From an optimization exercise on the open Yosys and OpenROAD flow, aimed at small area and a short achievable clock period; shortcuts taken in it are not production practice. Power is estimated from default activity; no workload was simulated.

==> inputs of build 25 <==
==> flow/design.v <==
module decoder (
    input  logic [5:0]  addr,
    output logic [63:0] sel
);
    always_comb
        for (int w = 0; w < 64; w++)
            sel[w] = (addr == w[5:0]);
endmodule
module multiplexer (
    input  logic [63:0] d,
    input  logic [63:0] sel,
    output logic        out
);
    assign out = |(d & sel);
endmodule
module bist #(
    parameter size   = 6,
    parameter length = 8
) (
    input  logic             clk,
    input  logic             rst,
    input  logic             start,
    input  logic             csin,
    input  logic             rwbarin,
    input  logic             opr,
    input  logic [size-1:0]  address,
    input  logic [length-1:0] datain,
    output logic [length-1:0] dataout,
    output logic              fail
);
    logic       test;
    logic [9:0] k;
    always_ff @(posedge clk) begin
        if (rst)
            test <= 1'b0;
        else if (!test)
            test <= start;
        else if (&k)
            test <= 1'b0;
        k <= test ? k + 10'd1 : 10'd0;
    end
    logic [7:0] pat;
    always_comb begin
        case (k[9:7])
            3'd0: pat = 8'hAA;
            3'd1: pat = 8'h55;
            3'd2: pat = 8'hF0;
            3'd3: pat = 8'h0F;
            3'd4: pat = 8'h00;
            3'd5: pat = 8'hFF;
            3'd6: pat = 8'hCC;
            default: pat = 8'h33;
        endcase
    end
    logic       cs, rw;
    logic [5:0] addr;
    logic [7:0] din;
    assign cs   = test | csin;
    assign rw   = test ? k[6] : rwbarin;
    assign addr = test ? k[5:0] : address;
    assign din  = test ? pat : datain;
    logic [63:0] sel;
    decoder dec (.addr(addr), .sel(sel));
    logic [7:0] mem [0:63];
    always_ff @(posedge clk)
        for (int w = 0; w < 64; w++)
            if (cs && !rw && sel[w])
                mem[w] <= din;
    logic [7:0] rd;
    for (genvar b = 0; b < 8; b++) begin : g_rd
        logic [63:0] col;
        for (genvar w = 0; w < 64; w++) begin : g_w
            assign col[w] = mem[w][b];
        end
        multiplexer mux (.d(col), .sel(sel), .out(rd[b]));
    end
    logic [7:0] rdata;
    always_ff @(posedge clk)
        if (cs)
            rdata <= rw ? rd : din;
    assign dataout = (cs && rw) ? rdata : 8'h00;
    always_ff @(posedge clk)
        fail <= test && k[6] && opr && (rdata != pat);
endmodule
==> flow/run.sh <==
#!/bin/bash
# synth_recipe.tcl (not shown) runs the flow's synth.tcl, then flattens the netlist and writes it again
# the make line also repeats each setting of config.mk as NAME=value (left out here)
make -C /OpenROAD-flow-scripts/flow DESIGN_CONFIG=/design/flow/config.mk WORK_HOME=/design/flow/orfs CLKGATE_MAP_FILE= SYNTH_SCRIPT=/design/flow/synth_recipe.tcl finish
==> flow/config.mk <==
export PLATFORM = sky130hd
export DESIGN_NAME = bist
export DESIGN_NICKNAME = bist
export VERILOG_FILES = /design/flow/design.v
export SDC_FILE = /design/flow/constraint.sdc
export NUM_CORES = 4
export LEC_CHECK = 0
export CAP_MARGIN = 20
export CORE_MARGIN = 2
export CORE_UTILIZATION = 40
export CTS_BUF_LIST = sky130_fd_sc_hd__clkbuf_4 sky130_fd_sc_hd__clkbuf_8
export SETUP_SLACK_MARGIN = 2.5
export SLEW_MARGIN = 20
export SYNTH_HIERARCHICAL = 1
==> flow/constraint.sdc <==
create_clock -name core_clock -period 5.5 [get_ports {clk}]
set_input_delay 1.1000 -clock core_clock [delete_from_list [all_inputs] [get_ports {clk}]]
set_output_delay 1.1000 -clock core_clock [all_outputs]
set_load 0.01 [all_outputs]
==> inputs of build 88, as changes to build 25 <==
==> flow/design.v, changed modules only <==
module mux2i_gate (
    input  logic s,
    input  logic a0,
    input  logic a1,
    output logic y
);
    assign y = ~(s ? a1 : a0);
endmodule
module inv_gate (
    input  logic a,
    output logic y
);
    assign y = ~a;
endmodule
module predecoder (
    input  logic       test,
    input  logic [6:0] k,          
    input  logic       csin,
    input  logic       rwbarin,
    input  logic [5:0] address,
    output logic       wr,         
    output logic       idle,       
    output logic [7:0] lo_n,       
    output logic [7:0] hir_n,      
    output logic [7:0] hiw_n       
);
    logic       rd;
    logic [5:0] a, a_n;
    for (genvar i = 0; i < 6; i++) begin : g_a
        mux2i_gate m (.s(test), .a0(address[i]), .a1(k[i]), .y(a_n[i]));
        inv_gate   n (.a(a_n[i]), .y(a[i]));
    end
    rdwr rw (.test(test), .k6(k[6]), .csin(csin), .rwbarin(rwbarin),
             .rd(rd), .wr(wr), .idle(idle));
    for (genvar i = 0; i < 8; i++) begin : g_l
        nand3_gate l (
            .a(i[0] ? a[0] : a_n[0]),
            .b(i[1] ? a[1] : a_n[1]),
            .c(i[2] ? a[2] : a_n[2]),
            .y(lo_n[i])
        );
        nand4_gate r (
            .a(rd),
            .b(i[0] ? a[3] : a_n[3]),
            .c(i[1] ? a[4] : a_n[4]),
            .d(i[2] ? a[5] : a_n[5]),
            .y(hir_n[i])
        );
        nand4_gate w (
            .a(wr),
            .b(i[0] ? a[3] : a_n[3]),
            .c(i[1] ? a[4] : a_n[4]),
            .d(i[2] ? a[5] : a_n[5]),
            .y(hiw_n[i])
        );
    end
endmodule
module rdwr (
    input  logic test,
    input  logic k6,
    input  logic csin,
    input  logic rwbarin,
    output logic rd,
    output logic wr,
    output logic idle
);
    logic cs, rw;
    assign cs   = test | csin;
    assign rw   = test ? k6 : rwbarin;
    assign rd   = cs & rw;
    assign wr   = cs & ~rw;
    assign idle = ~cs;
endmodule
module decoder (
    input  logic [7:0]  lo_n,
    input  logic [7:0]  hir_n,
    input  logic [7:0]  hiw_n,
    output logic [63:0] rsel,      
    output logic [63:0] we         
);
    for (genvar w = 0; w < 64; w++) begin : g_w
        nor2_gate u_r (.a(hir_n[w / 8]), .b(lo_n[w % 8]), .y(rsel[w]));
        nor2_gate u_w (.a(hiw_n[w / 8]), .b(lo_n[w % 8]), .y(we[w]));
    end
endmodule
module aoi222_gate (
    input  logic a1, a2, b1, b2, c1, c2,
    output logic y
);
    assign y = ~((a1 & a2) | (b1 & b2) | (c1 & c2));
endmodule
module nand4_gate (
    input  logic a, b, c, d,
    output logic y
);
    assign y = ~(a & b & c & d);
endmodule
module nand2_gate (
    input  logic a, b,
    output logic y
);
    assign y = ~(a & b);
endmodule
module nand3_gate (
    input  logic a, b, c,
    output logic y
);
    assign y = ~(a & b & c);
endmodule
module nor2_gate (
    input  logic a,
    input  logic b,
    output logic y
);
    assign y = ~(a | b);
endmodule
module multiplexer (
    input  logic [63:0] d,
    input  logic [63:0] rsel,
    input  logic        din,
    input  logic        wr,
    input  logic        q,
    input  logic        idle,
    output logic        out
);
    logic [65:0] s, v;
    assign s = {idle, wr, rsel};
    assign v = {q, din, d};
    logic [21:0] t;      
    for (genvar i = 0; i < 22; i++) begin : g_t
        aoi222_gate u (
            .a1(s[3*i]),   .a2(v[3*i]),
            .b1(s[3*i+1]), .b2(v[3*i+1]),
            .c1(s[3*i+2]), .c2(v[3*i+2]),
            .y(t[i])
        );
    end
    logic [5:0] u;       
    for (genvar i = 0; i < 5; i++) begin : g_u
        nand4_gate g (.a(t[4*i]), .b(t[4*i+1]), .c(t[4*i+2]), .d(t[4*i+3]), .y(u[i]));
    end
    nand2_gate g_u5 (.a(t[20]), .b(t[21]), .y(u[5]));
    logic [2:0] x;       
    for (genvar i = 0; i < 3; i++) begin : g_x
        nor2_gate g (.a(u[2*i]), .b(u[2*i+1]), .y(x[i]));
    end
    nand3_gate g_out (.a(x[0]), .b(x[1]), .c(x[2]), .y(out));
endmodule
module dout_gate (
    input  logic t,
    input  logic n,
    input  logic csin,
    input  logic rwbarin,
    output logic y
);
    assign y = t | (n & csin & rwbarin);
endmodule
module bist #(
    parameter size   = 6,
    parameter length = 8
) (
    input  logic             clk,
    input  logic             rst,
    input  logic             start,
    input  logic             csin,
    input  logic             rwbarin,
    input  logic             opr,
    input  logic [size-1:0]  address,
    input  logic [length-1:0] datain,
    output logic [length-1:0] dataout,
    output logic              fail
);
    logic       test;
    logic [9:0] k;
    always_ff @(posedge clk) begin
        if (rst)
            test <= 1'b0;
        else if (!test)
            test <= start;
        else if (&k)
            test <= 1'b0;
        k <= test ? k + 10'd1 : 10'd0;
    end
    logic [7:0] pat;
    always_comb begin
        case (k[9:7])
            3'd0: pat = 8'hAA;
            3'd1: pat = 8'h55;
            3'd2: pat = 8'hF0;
            3'd3: pat = 8'h0F;
            3'd4: pat = 8'h00;
            3'd5: pat = 8'hFF;
            3'd6: pat = 8'hCC;
            default: pat = 8'h33;
        endcase
    end
    logic        wr, idle;
    logic [7:0]  lo_n, hir_n, hiw_n;
    logic [63:0] rsel, we;
    logic [7:0]  din;
    predecoder pdec (
        .test    (test),
        .k       (k[6:0]),
        .csin    (csin),
        .rwbarin (rwbarin),
        .address (address),
        .wr      (wr),
        .idle    (idle),
        .lo_n    (lo_n),
        .hir_n   (hir_n),
        .hiw_n   (hiw_n)
    );
    decoder dec (
        .lo_n  (lo_n),
        .hir_n (hir_n),
        .hiw_n (hiw_n),
        .rsel  (rsel),
        .we    (we)
    );
    assign din = test ? pat : datain;
    logic [7:0] mem [0:63];
    always_ff @(posedge clk)
        for (int w = 0; w < 64; w++)
            if (we[w])
                mem[w] <= din;
    logic [7:0] rdata, rdata_nx;
    for (genvar b = 0; b < 8; b++) begin : g_rd
        logic [63:0] col;
        for (genvar w = 0; w < 64; w++) begin : g_w
            assign col[w] = mem[w][b];
        end
        multiplexer mux (
            .d    (col),
            .rsel (rsel),
            .din  (din[b]),
            .wr   (wr),
            .q    (rdata[b]),
            .idle (idle),
            .out  (rdata_nx[b])
        );
    end
    always_ff @(posedge clk)
        rdata <= rdata_nx;
    logic [7:0] rdata_t, rdata_n;
    assign rdata_t = rdata & {8{test & k[6]}};
    assign rdata_n = rdata & {8{~test}};
    for (genvar b = 0; b < 8; b++) begin : g_out
        dout_gate u (.t(rdata_t[b]), .n(rdata_n[b]), .csin(csin), .rwbarin(rwbarin),
                     .y(dataout[b]));
    end
    always_ff @(posedge clk)
        fail <= test && k[6] && opr && (rdata != pat);
endmodule
==> flow/config.mk (replaced) <==
export PLATFORM = sky130hd
export DESIGN_NAME = bist
export DESIGN_NICKNAME = bist
export VERILOG_FILES = /design/flow/design.v
export SDC_FILE = /design/flow/constraint.sdc
export NUM_CORES = 4
export LEC_CHECK = 0
export CAP_MARGIN = 20
export CORE_MARGIN = 2
export CORE_UTILIZATION = 50
export CTS_BUF_LIST = sky130_fd_sc_hd__clkbuf_8
export CTS_CLUSTER_DIAMETER = 60
export CTS_CLUSTER_SIZE = 20
export SETUP_SLACK_MARGIN = 2.8
export SLEW_MARGIN = 20
export SYNTH_HIERARCHICAL = 1
==> run summary <==
Between build 25 and build 88, the lower core utilization is in build 25 (gap 12 points). Build 88 completed with no timing, DRC or antenna violations. Build 25 went through all stages and came out clean. Flip-flop and latch count is the same in build 25 and build 88. Between build 88 and build 25, the lower register-to-register slack is in build 25 (gap 0.39 ns). Against build 88, the cell count of build 25 is larger by 12%. Between build 88 and build 25, the lower power is in build 88 (gap 16%, measured against build 25).
==> figures <==
quantity                                         build 25  build 88
Multi-input gate share of the layout cell area      22.2%     19.0%
Horizontal die dimension                           231 µm    202 µm
Switch share                                        22.5%     22.4%
Global routing met2 resource utilization            29.9%     37.3%
Share of power burned in the clock network          39.0%     28.5%
Status                   no timing/DRC/antenna violations  no timing/DRC/antenna violations
Post-route setup slack                            2.18 ns   2.64 ns
Power consumed by sequential cells                4.55 mW   4.54 mW
WL met1                                           23.0 mm   20.8 mm
Standard-cell rows                                     83        72
Clock buffer instance count of the final layout       111        38
No functional check of the RTL was part of any run of this note.

static timing again, ports no longer ideal:
In the flow no input, the clock included, has a driving cell. The finished layouts below were timed again as built, in two steps. Step 1, drivers: a clkbuf_16 drives clk and a buf_2 each remaining input, both assumed. Step 2 adds t to the input delays and takes it off the output delays; t is the mean of the earliest and latest rising clock arrival at the registers after step 1. Input paths then give back, and output paths get back, about the clock's delay inside the block. Three values: no drivers, after step 1, after step 2; two values: the first two.
run | t (ns) | setup slack, ns | hold WS [ns] | slew at the worst register clock pin (ns)
build 25 | 0.699 | 2.176 / 2.189 / 1.490 | 0.492 / 0.492 / 0.492 | 0.06 / 0.06
build 88 | 0.665 | 2.638 / 2.630 / 1.997 | 0.520 / 0.520 / 0.520 | 0.12 / 0.12
After both steps setup and hold are still met in every run listed. For build 25, which loses most, drivers alone change the setup slack by +0.013 ns; drivers and shift together by -0.686 ns.
